Context: an optimization exercise on an open-source flow, tuned for a short achievable clock period and few clock cycles. The choices shown serve that exercise and are no tape-out recipe. The RTL was checked by simulation tests, not by an equivalence proof against the original design. No activity file was given, so power comes from the tool's default toggle rates.

==> flow/design.v <==
module bird (
		input clk,
		input [15:0] data_in,
		output reg [15:0] data_out,
		output reg [15:0] address,
		output memwt,
		input rst
		);
reg sF;      
reg sIMM;    
reg sLDD;    
reg sSTW;    
reg sPUSH;   
reg sPOPR;   
reg sCALLW;  
reg sOFF;    
reg sRETR;   
reg sFIX;    
reg fix_ret;
reg [15:0] pc;
reg [15:0] rf [0:7];      
reg [15:0] r7p1;          
reg r7s;
reg zf;
reg as_pc;                
reg [15:0] aq;
reg [15:0] dq;
reg wt_q;
reg [7:0] rd_oh;          
reg exv;
reg [7:0] ex_rd_oh;
reg [15:0] opa, opb;      
reg [15:0] opx, opy;      
reg cin;
reg s_arith, s_and, s_or, s_xor, s_mov, s_not;   
localparam CW = 3;
localparam CN = 1 << CW;
reg [CN-1:0] c_v, c_call;
reg [15:0] c_d [0:CN-1];
wire [15:0] r7 = rf[7];
always @* begin
	address = as_pc ? pc : aq;
	data_out = dq;
end
assign memwt = wt_q;
function [15:0] ksadd(input [15:0] x, input [15:0] y, input cin);
	reg [15:0] g, p, gn, pn;
	integer d, j;
	begin
		p = x ^ y;
		g = x & y;
		g[0] = g[0] | (p[0] & cin);
		for (d = 1; d < 16; d = d * 2) begin
			gn = g; pn = p;
			for (j = d; j < 16; j = j + 1) begin
				gn[j] = g[j] | (p[j] & g[j-d]);
				pn[j] = p[j] & p[j-d];
			end
			g = gn; p = pn;
		end
		ksadd = (x ^ y) ^ {g[14:0], cin};
	end
endfunction
wire [15:0] a = opa;
wire [15:0] b = opb;
wire [15:0] sum = ksadd(opx, opy, cin);
wire [15:0] result = ({16{s_arith}} & sum) | ({16{s_and}} & (a & b)) |
	({16{s_or}} & (a | b)) | ({16{s_xor}} & (a ^ b)) | ({16{s_mov}} & b) |
	{15'd0, s_not & (b == 16'd0)};
wire zres = s_arith ? ((opx ^ opy) == {opx[14:0] | opy[14:0], cin}) :
	s_and ? ((a & b) == 16'd0) :
	s_or ? ((a | b) == 16'd0) :
	s_xor ? (a == b) :
	s_mov ? (b == 16'd0) :
	s_not ? (b != 16'd0) : 1'b1;
wire zf_now = exv ? zres : zf;
wire [3:0] op = data_in[15:12];
wire isLDI = op == 4'd1;
wire isLD  = op == 4'd2;
wire isST  = op == 4'd3;
wire isJZ  = op == 4'd4;
wire isJMP = op == 4'd5;
wire isALU = op == 4'd7;
wire isPUSH = op == 4'd8;
wire isPOP = op == 4'd9;
wire isCALL = op == 4'd10;
wire isRET = op == 4'd11;
wire [2:0] d_rd = data_in[2:0];
wire [2:0] d_ra = data_in[5:3];
wire [2:0] d_rs = data_in[8:6];
wire [2:0] d_f = data_in[11:9];
wire [2:0] d_u = data_in[8:6];
wire [15:0] opa_n = (exv & ex_rd_oh[d_rs]) ? result : rf[d_rs];
wire [15:0] opb_n = (exv & ex_rd_oh[d_ra]) ? result : rf[d_ra];
wire [15:0] r7_n = (exv & ex_rd_oh[7]) ? result : r7;
wire [CW-1:0] cidx = r7p1[CW-1:0];
wire chit = c_v[cidx];
wire [15:0] cd = c_d[cidx];
wire ccall = c_call[cidx];
wire r7busy = r7s | (exv & ex_rd_oh[7]);
wire popok = sF & ~r7busy & chit & ~ccall;
wire retok = sF & ~r7busy & chit & ccall;
wire [15:0] pc1 = pc + 16'd1;
wire [15:0] pc2 = pc + 16'd2;
wire [15:0] r7p2 = r7p1 + 16'd1;
wire [15:0] jks = ksadd({4'd0, pc[11:0]}, {4'd0, data_in[11:0]}, 1'b0);
wire [12:0] jlo = jks[12:0];
wire [3:0] pch = pc[15:12];
wire [3:0] pch_p1 = pch + 4'd1;
wire [3:0] pch_m1 = pch - 4'd1;
wire [15:0] jtarget = {data_in[15] ? (jlo[12] ? pch : pch_m1) : (jlo[12] ? pch_p1 : pch), jlo[11:0]};
wire pop_fast = isPOP & popok;
wire ret_fast = isRET & retok;
wire stk_fast = pop_fast | ret_fast;
wire nIMM = sF & isLDI;
wire nLDD = sF & isLD;
wire nSTW = sF & isST;
wire nPUSH = sF & isPUSH;
wire nCALLW = sF & isCALL;
wire nOFF = sF & ((isJZ & zf_now) | isJMP) | sCALLW;
wire nFIX = sF & (isPOP | isRET) & r7busy;
wire nPOPR = sF & isPOP & ~r7busy & ~(chit & ~ccall) | sFIX & ~fix_ret;
wire nRETR = sF & isRET & ~r7busy & ~(chit & ccall) | sFIX & fix_ret;
wire nF = ~(nIMM | nLDD | nSTW | nPUSH | nCALLW | nOFF | nFIX | nPOPR | nRETR);
integer i;
always @(posedge clk) begin
	if (rst) begin
		{sF, sIMM, sLDD, sSTW, sPUSH, sPOPR, sCALLW, sOFF, sRETR, sFIX} <= 10'b1000000000;
		pc <= 16'd0;
		zf <= 1'b0;
		exv <= 1'b0;
		r7s <= 1'b1;
		as_pc <= 1'b1;
		wt_q <= 1'b0;
		c_v <= {CN{1'b0}};
	end else begin
		{sF, sIMM, sLDD, sSTW, sPUSH, sPOPR, sCALLW, sOFF, sRETR, sFIX} <=
			{nF, nIMM, nLDD, nSTW, nPUSH, nPOPR, nCALLW, nOFF, nRETR, nFIX};
		as_pc <= nF | nIMM | nOFF | nFIX;
		wt_q <= nSTW | nPUSH | nCALLW;
		if (sF)
			pc <= isJZ ? (zf_now ? pc1 : pc2) : ret_fast ? cd : pc1;
		else if (sIMM) pc <= pc1;
		else if (sOFF) pc <= jtarget;
		else if (sRETR) pc <= data_in;
		exv <= sF & isALU;
		if (exv) zf <= zres;
		if (stk_fast | sPOPR | sRETR) r7p1 <= r7p2;
		else if (sPUSH | sCALLW) r7p1 <= r7;
		else if (sFIX) r7p1 <= r7 + 16'd1;
		if (sPUSH | sCALLW | sFIX) r7s <= 1'b0;
		else if ((exv & ex_rd_oh[7]) | ((sIMM | sLDD | sPOPR) & rd_oh[7]) | (pop_fast & d_rd == 3'd7))
			r7s <= 1'b1;
		if ((exv & ex_rd_oh[7]) | ((sIMM | sLDD | sPOPR) & rd_oh[7]) | (pop_fast & d_rd == 3'd7))
			c_v <= {CN{1'b0}};
		else begin
			if (sPUSH | sCALLW) c_v[r7[CW-1:0]] <= 1'b1;
			if (stk_fast | sPOPR | sRETR) c_v[cidx] <= 1'b0;
			if (sSTW & (aq[15:CW] == r7p1[15:CW] | aq[15:CW] == r7p1[15:CW] + 1'b1))
				c_v[aq[CW-1:0]] <= 1'b0;
		end
	end
	if (sPUSH | sCALLW) begin
		c_call[r7[CW-1:0]] <= sCALLW;
		c_d[r7[CW-1:0]] <= sCALLW ? pc1 : dq;
	end
	if (sF) begin
		fix_ret <= isRET;
		rd_oh <= 8'd1 << d_rd;
	end
	dq <= isCALL ? pc1 : opa_n;
	aq <= sFIX ? r7 + 16'd1 : (isLD | isST) ? opb_n : (isPUSH | isCALL) ? r7_n : r7p1;
	begin
		ex_rd_oh <= 8'd1 << d_rd;
		opa <= opa_n;
		opb <= opb_n;
		opx <= (d_f == 3'd7) ? {16{d_u == 3'd3}} : opa_n;
		opy <= (d_f == 3'd1) ? ~opb_n : opb_n;
		cin <= (d_f == 3'd1) | (d_f == 3'd7 & d_u == 3'd2);
		s_arith <= (d_f == 3'd0) | (d_f == 3'd1) | (d_f == 3'd7 & (d_u == 3'd2 | d_u == 3'd3));
		s_and <= d_f == 3'd2;
		s_or <= d_f == 3'd3;
		s_xor <= d_f == 3'd4;
		s_mov <= d_f == 3'd7 & d_u == 3'd1;
		s_not <= d_f == 3'd7 & d_u == 3'd0;
	end
	for (i = 0; i < 8; i = i + 1) begin
		if (pop_fast & d_rd == i)
			rf[i] <= cd;
		else if (exv & ex_rd_oh[i])
			rf[i] <= result;
		else if ((sIMM | sLDD | sPOPR) & rd_oh[i])
			rf[i] <= data_in;
		else if (i == 7) begin
			if (stk_fast | sPOPR | sRETR) rf[7] <= r7p1;
			else if (sPUSH | sCALLW) rf[7] <= r7 - 16'd1;
		end
	end
end
endmodule
==> flow/config.mk <==
export PLATFORM = sky130hd
export DESIGN_NAME = bird
export DESIGN_NICKNAME = bird
export VERILOG_FILES = /design/flow/design.v
export SDC_FILE = /design/flow/constraint.sdc
export NUM_CORES = 4
export LEC_CHECK = 0
export ABC_CLOCK_PERIOD_IN_PS = 3000
export CAP_MARGIN = 20
export CORE_MARGIN = 2
export CORE_UTILIZATION = 40
export SETUP_SLACK_MARGIN = 4
export SLEW_MARGIN = 20
==> flow/constraint.sdc <==
create_clock -name core_clock -period 7.0 [get_ports {clk}]
set_input_delay 1.4000 -clock core_clock [delete_from_list [all_inputs] [get_ports {clk}]]
set_output_delay 1.4000 -clock core_clock [all_outputs]
set_load 0.01 [all_outputs]
run.sh (not shown) runs the stock make flow with config.mk's settings and CLKGATE_MAP_FILE= SYNTH_SCRIPT=/design/flow/synth_recipe.tcl, a recipe that flattens the netlist after the stock synthesis.
The starting point ran to the end with no violations.
Testbench counts at the start, summed over its fixed seeds: cycles 82,373.
Then changed:
--- a/flow/design.v
+++ b/flow/design.v
@@ -31,14 +31,15 @@
 reg [7:0] ex_rd_oh;
 reg [15:0] opa, opb;      
 reg [15:0] opx, opy;      
 reg cin;
 reg s_arith, s_and, s_or, s_xor, s_mov, s_not;   
-localparam CW = 3;
-localparam CN = 1 << CW;
+localparam CN = 16;
 reg [CN-1:0] c_v, c_call;
+reg [15:0] c_a [0:CN-1];
 reg [15:0] c_d [0:CN-1];
+reg [15:0] c_d1 [0:CN-1];
 wire [15:0] r7 = rf[7];
 always @* begin
 	address = as_pc ? pc : aq;
 	data_out = dq;
 end
@@ -91,37 +92,32 @@
 wire [2:0] d_f = data_in[11:9];
 wire [2:0] d_u = data_in[8:6];
 wire [15:0] opa_n = (exv & ex_rd_oh[d_rs]) ? result : rf[d_rs];
 wire [15:0] opb_n = (exv & ex_rd_oh[d_ra]) ? result : rf[d_ra];
 wire [15:0] r7_n = (exv & ex_rd_oh[7]) ? result : r7;
-wire [CW-1:0] cidx = r7p1[CW-1:0];
+wire [3:0] cidx = r7p1[3:0];
 wire chit = c_v[cidx];
 wire [15:0] cd = c_d[cidx];
+wire [15:0] cd1 = c_d1[cidx];
 wire ccall = c_call[cidx];
 wire r7busy = r7s | (exv & ex_rd_oh[7]);
-wire popok = sF & ~r7busy & chit & ~ccall;
+wire popok = sF & ~r7busy & chit;
 wire retok = sF & ~r7busy & chit & ccall;
 wire [15:0] pc1 = pc + 16'd1;
 wire [15:0] pc2 = pc + 16'd2;
 wire [15:0] r7p2 = r7p1 + 16'd1;
-wire [15:0] jks = ksadd({4'd0, pc[11:0]}, {4'd0, data_in[11:0]}, 1'b0);
-wire [12:0] jlo = jks[12:0];
-wire [3:0] pch = pc[15:12];
-wire [3:0] pch_p1 = pch + 4'd1;
-wire [3:0] pch_m1 = pch - 4'd1;
-wire [15:0] jtarget = {data_in[15] ? (jlo[12] ? pch : pch_m1) : (jlo[12] ? pch_p1 : pch), jlo[11:0]};
 wire pop_fast = isPOP & popok;
 wire ret_fast = isRET & retok;
 wire stk_fast = pop_fast | ret_fast;
 wire nIMM = sF & isLDI;
 wire nLDD = sF & isLD;
 wire nSTW = sF & isST;
 wire nPUSH = sF & isPUSH;
 wire nCALLW = sF & isCALL;
 wire nOFF = sF & ((isJZ & zf_now) | isJMP) | sCALLW;
 wire nFIX = sF & (isPOP | isRET) & r7busy;
-wire nPOPR = sF & isPOP & ~r7busy & ~(chit & ~ccall) | sFIX & ~fix_ret;
+wire nPOPR = sF & isPOP & ~r7busy & ~chit | sFIX & ~fix_ret;
 wire nRETR = sF & isRET & ~r7busy & ~(chit & ccall) | sFIX & fix_ret;
 wire nF = ~(nIMM | nLDD | nSTW | nPUSH | nCALLW | nOFF | nFIX | nPOPR | nRETR);
 integer i;
 always @(posedge clk) begin
 	if (rst) begin
@@ -137,13 +133,13 @@
 		{sF, sIMM, sLDD, sSTW, sPUSH, sPOPR, sCALLW, sOFF, sRETR, sFIX} <=
 			{nF, nIMM, nLDD, nSTW, nPUSH, nPOPR, nCALLW, nOFF, nRETR, nFIX};
 		as_pc <= nF | nIMM | nOFF | nFIX;
 		wt_q <= nSTW | nPUSH | nCALLW;
 		if (sF)
-			pc <= isJZ ? (zf_now ? pc1 : pc2) : ret_fast ? cd : pc1;
+			pc <= isJZ ? (zf_now ? pc1 : pc2) : ret_fast ? cd1 : pc1;
 		else if (sIMM) pc <= pc1;
-		else if (sOFF) pc <= jtarget;
+		else if (sOFF) pc <= ksadd(pc, data_in, 1'b0);
 		else if (sRETR) pc <= data_in;
 		exv <= sF & isALU;
 		if (exv) zf <= zres;
 		if (stk_fast | sPOPR | sRETR) r7p1 <= r7p2;
 		else if (sPUSH | sCALLW) r7p1 <= r7;
@@ -152,27 +148,31 @@
 		else if ((exv & ex_rd_oh[7]) | ((sIMM | sLDD | sPOPR) & rd_oh[7]) | (pop_fast & d_rd == 3'd7))
 			r7s <= 1'b1;
 		if ((exv & ex_rd_oh[7]) | ((sIMM | sLDD | sPOPR) & rd_oh[7]) | (pop_fast & d_rd == 3'd7))
 			c_v <= {CN{1'b0}};
 		else begin
-			if (sPUSH | sCALLW) c_v[r7[CW-1:0]] <= 1'b1;
+			if (sPUSH | sCALLW) c_v[r7[3:0]] <= 1'b1;
 			if (stk_fast | sPOPR | sRETR) c_v[cidx] <= 1'b0;
-			if (sSTW & (aq[15:CW] == r7p1[15:CW] | aq[15:CW] == r7p1[15:CW] + 1'b1))
-				c_v[aq[CW-1:0]] <= 1'b0;
+			if (sSTW)
+				for (i = 0; i < CN; i = i + 1)
+					if (c_a[i] == aq) c_v[i] <= 1'b0;
 		end
 	end
 	if (sPUSH | sCALLW) begin
-		c_call[r7[CW-1:0]] <= sCALLW;
-		c_d[r7[CW-1:0]] <= sCALLW ? pc1 : dq;
+		c_call[r7[3:0]] <= sCALLW;
+		c_a[r7[3:0]] <= r7;
+		c_d[r7[3:0]] <= dq;
+		c_d1[r7[3:0]] <= pc1;
 	end
 	if (sF) begin
 		fix_ret <= isRET;
 		rd_oh <= 8'd1 << d_rd;
-	end
-	dq <= isCALL ? pc1 : opa_n;
-	aq <= sFIX ? r7 + 16'd1 : (isLD | isST) ? opb_n : (isPUSH | isCALL) ? r7_n : r7p1;
-	begin
+		dq <= isCALL ? pc1 : opa_n;
+		aq <= (isLD | isST) ? opb_n : (isPUSH | isCALL) ? r7_n : r7p1;
+	end
+	else if (sFIX) aq <= r7 + 16'd1;
+	if (sF & isALU) begin
 		ex_rd_oh <= 8'd1 << d_rd;
 		opa <= opa_n;
 		opb <= opb_n;
 		opx <= (d_f == 3'd7) ? {16{d_u == 3'd3}} : opa_n;
 		opy <= (d_f == 3'd1) ? ~opb_n : opb_n;
Die area went up by well over a third.
Sequential cell count rose by 657.
Fmax went up by a few percent.
Hold slack gains 0.033 ns.
Setup slack gets better by 0.099 ns.
Clock skew is higher by 0.011 ns.
Utilization goes down by 4.0 points.
Clock power goes up by well over a third.
Power is higher by well over a third.
Critical path depth increases by 1.
Testbench counts after the change, summed over its fixed seeds: cycles 82,373.

## what the ideal ports hide
The flow's constraints put no driver on any port. The routed layouts listed below were extracted and timed again, unchanged, in two steps. Step 1 (the two cells are an assumption about what drives the block):
set clk [get_ports {clk}]
set_driving_cell -lib_cell sky130_fd_sc_hd__clkbuf_16 $clk
set_driving_cell -lib_cell sky130_fd_sc_hd__buf_2 [delete_from_list [all_inputs] $clk]
Step 2 also shifts input and output timing later by t, the mid clock arrival at the registers, as if the neighbouring blocks saw the same clock. Slacks: ideal ports / drivers / drivers and shift; pairs: ideal ports / drivers.
| run | shift t [ns] | setup slack, ns | latest minus earliest clock arrival (ns) | worst slew at a driven data input, ns | cell pins on the clock port's net |
|---|---|---|---|---|---|
| the first run | 0.703 | 3.627 / 3.627 / 3.044 | 0.058 / 0.057 | 0.08 | 1 |
| the second run | 0.810 | 3.726 / 3.726 / 3.073 | 0.067 / 0.067 | 0.19 | 1 |
After both steps every run listed still meets setup and hold. The setup slack of the second run, which loses most, moves by 0.000 ns with the drivers and by -0.653 ns with both steps.
